Context: an optimization exercise on an open-source flow, tuned for small area and a short achievable clock period. The choices shown serve that exercise and are no tape-out recipe. Only simulation tests tie the RTL to the original design; equivalence was not proved. Power figures rest on the tool's default switching activity, not on a simulated workload. The clock port is modelled as an ideal driver; clocking choices that lean on that would not hold on a real chip.

==> flow/design.v (excerpt) <==
module jmb_9x9_filter #(
  parameter integer pixel_width = 8,
  parameter integer image_width = 64
) (
  input  wire valid_in,
  input  wire ready_in,
  input  wire clock,
  input  wire reset_n,
  input  wire [pixel_width-1:0] data_in,
  output wire valid_out,
  output wire ready_out,
  output wire [pixel_width-1:0] data_out
);
For scale: roughly 11,000 cells after synthesis, roughly 0.14 mm² of cells after synthesis.
export LEC_CHECK = 0
export CAP_MARGIN = 20
export CORE_MARGIN = 2
export CORE_UTILIZATION = 75
export SLEW_MARGIN = 20
create_clock -name core_clock -period 12.5 [get_ports {clock}]
standard.sh (not shown) runs the stock make flow with config.mk's settings and CLKGATE_MAP_FILE= SYNTH_SCRIPT=/design/flow/synth_recipe.tcl, a recipe that flattens the netlist after the stock synthesis.
==> flow/flow/run.sh <==
#!/bin/bash
# The standard layout (standard.sh: the standard flow's synthesis and ORFS flow, unchanged
# SDC) with these make-variable overrides:
#  - timing repair aims at a setup slack of 8.8 ns instead of 0,
#  - the buffers ABC put in are removed at floorplan (REMOVE_ABC_BUFFERS)
#    instead of running the pre-placement timing repair,
#  - port buffers are buf_4 (the default pick is a slow delay cell),
#  - CTS without dummy balancing loads, sinks clustered 30 per leaf buffer
#    within 80 um.
# make's full output goes to make_finish.log, each step's to orfs/logs/.
set -euo pipefail
bash standard.sh \
  SETUP_SLACK_MARGIN=8.8 \
  REMOVE_ABC_BUFFERS=1 \
  "BUFFER_PORTS_ARGS=-buffer_cell sky130_fd_sc_hd__buf_4" \
  "CTS_ARGS=-sink_clustering_enable -repair_clock_nets -dont_use_dummy_load -sink_clustering_size 30 -sink_clustering_max_diameter 80" \
  finish > make_finish.log 2>&1
The baseline produced a clean layout.
Next try:
--- a/flow/flow/run.sh
+++ b/flow/flow/run.sh
@@ -4 +4 @@
-#  - timing repair aims at a setup slack of 8.8 ns instead of 0,
+#  - timing repair aims at a setup slack of 9.0 ns instead of 0,
@@ -9 +9 @@
-#    within 80 um.
+#    within 60 um.
@@ -13 +13 @@
-  SETUP_SLACK_MARGIN=8.8 \
+  SETUP_SLACK_MARGIN=9.0 \
@@ -16 +16 @@
-  "CTS_ARGS=-sink_clustering_enable -repair_clock_nets -dont_use_dummy_load -sink_clustering_size 30 -sink_clustering_max_diameter 80" \
+  "CTS_ARGS=-sink_clustering_enable -repair_clock_nets -dont_use_dummy_load -sink_clustering_size 30 -sink_clustering_max_diameter 60" \
--- a/flow/config.mk
+++ b/flow/config.mk
@@ -10 +10 @@
-export CORE_UTILIZATION = 75
+export CORE_UTILIZATION = 65
Critical path depth is unchanged.
Final cell count goes up by about 3.5%.
Hold slack stays flat.
Combinational power goes up by about 8%.
Setup slack is better by 22 ps.
Clock power goes up by about 10%.
Maximum frequency goes up by about 0.6%.
Non-clock buffer count goes up by 45.
Die area goes up by about 15%.
Next try:
--- a/flow/flow/run.sh
+++ b/flow/flow/run.sh
@@ -4 +4 @@
-#  - timing repair aims at a setup slack of 9.0 ns instead of 0,
+#  - timing repair aims at a setup slack of 8.8 ns instead of 0,
@@ -13 +13 @@
-  SETUP_SLACK_MARGIN=9.0 \
+  SETUP_SLACK_MARGIN=8.8 \
--- a/flow/config.mk
+++ b/flow/config.mk
@@ -10 +10 @@
-export CORE_UTILIZATION = 65
+export CORE_UTILIZATION = 55
Effect:
- The changed run completed with no timing, DRC or antenna violations
- worst hold slack got worse by 27 ps
- via count goes down slightly
- non-clock buffer count drops by 51
Next try:
--- a/flow/flow/run.sh
+++ b/flow/flow/run.sh
@@ -9 +9 @@
-#    within 60 um.
+#    within 80 um.
@@ -16 +16 @@
-  "CTS_ARGS=-sink_clustering_enable -repair_clock_nets -dont_use_dummy_load -sink_clustering_size 30 -sink_clustering_max_diameter 60" \
+  "CTS_ARGS=-sink_clustering_enable -repair_clock_nets -dont_use_dummy_load -sink_clustering_size 30 -sink_clustering_max_diameter 80" \
--- a/flow/config.mk
+++ b/flow/config.mk
@@ -10 +10 @@
-export CORE_UTILIZATION = 55
+export CORE_UTILIZATION = 70
Outcome:
- The new run finished with timing, DRC and antenna clean
- power decreases by 4.7%
- non-clock buffer count increases by 1
- worst hold slack improves by 31 ps
- worst setup slack improves by 43 ps
- final cell count decreases by 5.7%
- core utilization increases by 15 points
- maximum frequency increases by 1.1%

== the previous run ==
Starting RTL as in the previous note.
Settings: LEC_CHECK=0, CAP_MARGIN=20, CORE_MARGIN=2, CORE_UTILIZATION=65, SLEW_MARGIN=20; clock period 12.5 ns.
==> flow/flow/run.sh <==
#!/bin/bash
# The standard layout (standard.sh: the standard flow's synthesis and ORFS flow, unchanged
# SDC) with these make-variable overrides:
#  - timing repair aims at a setup slack of 8.8 ns instead of 0,
#  - the buffers ABC put in are removed at floorplan (REMOVE_ABC_BUFFERS)
#    instead of running the pre-placement timing repair,
#  - port buffers are buf_4 (the default pick is a slow delay cell),
#  - CTS without dummy balancing loads, sinks clustered 30 per leaf buffer
#    within 60 um.
# make's full output goes to make_finish.log, each step's to orfs/logs/.
set -euo pipefail
bash standard.sh \
  SETUP_SLACK_MARGIN=8.8 \
  REMOVE_ABC_BUFFERS=1 \
  "BUFFER_PORTS_ARGS=-buffer_cell sky130_fd_sc_hd__buf_4" \
  "CTS_ARGS=-sink_clustering_enable -repair_clock_nets -dont_use_dummy_load -sink_clustering_size 30 -sink_clustering_max_diameter 60" \
  finish > make_finish.log 2>&1
Modified inputs, the current run compared to the previous run
diff --git a/flow/flow/run.sh b/flow/flow/run.sh
--- a/flow/flow/run.sh
+++ b/flow/flow/run.sh
@@ -7,5 +7,5 @@
 #  - port buffers are buf_4 (the default pick is a slow delay cell),
 #  - CTS without dummy balancing loads, sinks clustered 30 per leaf buffer
-#    within 60 um.
+#    within 80 um.
 # make's full output goes to make_finish.log, each step's to orfs/logs/.
 set -euo pipefail
@@ -14,4 +14,4 @@
   REMOVE_ABC_BUFFERS=1 \
   "BUFFER_PORTS_ARGS=-buffer_cell sky130_fd_sc_hd__buf_4" \
-  "CTS_ARGS=-sink_clustering_enable -repair_clock_nets -dont_use_dummy_load -sink_clustering_size 30 -sink_clustering_max_diameter 60" \
+  "CTS_ARGS=-sink_clustering_enable -repair_clock_nets -dont_use_dummy_load -sink_clustering_size 30 -sink_clustering_max_diameter 80" \
   finish > make_finish.log 2>&1
--- outcome ---
The current run ended up with data_out[0] as its last element of the critical path; the previous run ended up with data_out[5]. The previous run and the current run ended up with nearly the same routed wire length. Looking at post-layout minimum cycle time across both flows, the current run is the stronger of the two, with the previous run trailing. The current run vs the previous run on signed area change from the synthesized netlist to the final layout: the current run is the lower one. From the previous run to the current run the numbers moved as follows: cell depth of the worst min-delay path roughly the same, fmax +about 0.6%, headroom to the max-slew limit now larger. Any difference in switching share of power between the current run and the previous run is small enough to ignore. Total power: the current run below the previous run.

## separate check: timing with driven ports
Ports are ideal in the flow. The routed layouts listed here were re-timed in OpenROAD. Step 1 assumes that a clkbuf_16 drives the clock port and a buf_2 every other input. Step 2 also shifts input and output timing later by t, the mid clock arrival at the registers, as if the neighbouring blocks saw the same clock. Three values: ideal ports, drivers, drivers and shift; two values: the first two.
run	shift t [ns]	slack for setup (ns)	worst register clock-pin slew, ns
the first run of note 1	0.906	8.593 / 8.503 / 7.799	0.11 / 0.11
the second run of note 1	0.925	8.616 / 8.529 / 8.139	0.11 / 0.11
the third run of note 1	0.940	8.646 / 8.554 / 7.817	0.11 / 0.11
the fourth run of note 1	0.905	8.689 / 8.601 / 7.868	0.11 / 0.11
the previous run	0.928	8.613 / 8.526 / 7.877	0.11 / 0.11
the current run	0.910	8.637 / 8.550 / 7.936	0.11 / 0.11
After both steps setup and hold are still met in every run listed. For the third run of note 1, which loses most, drivers alone change the setup slack by -0.092 ns; drivers and shift together by -0.829 ns.
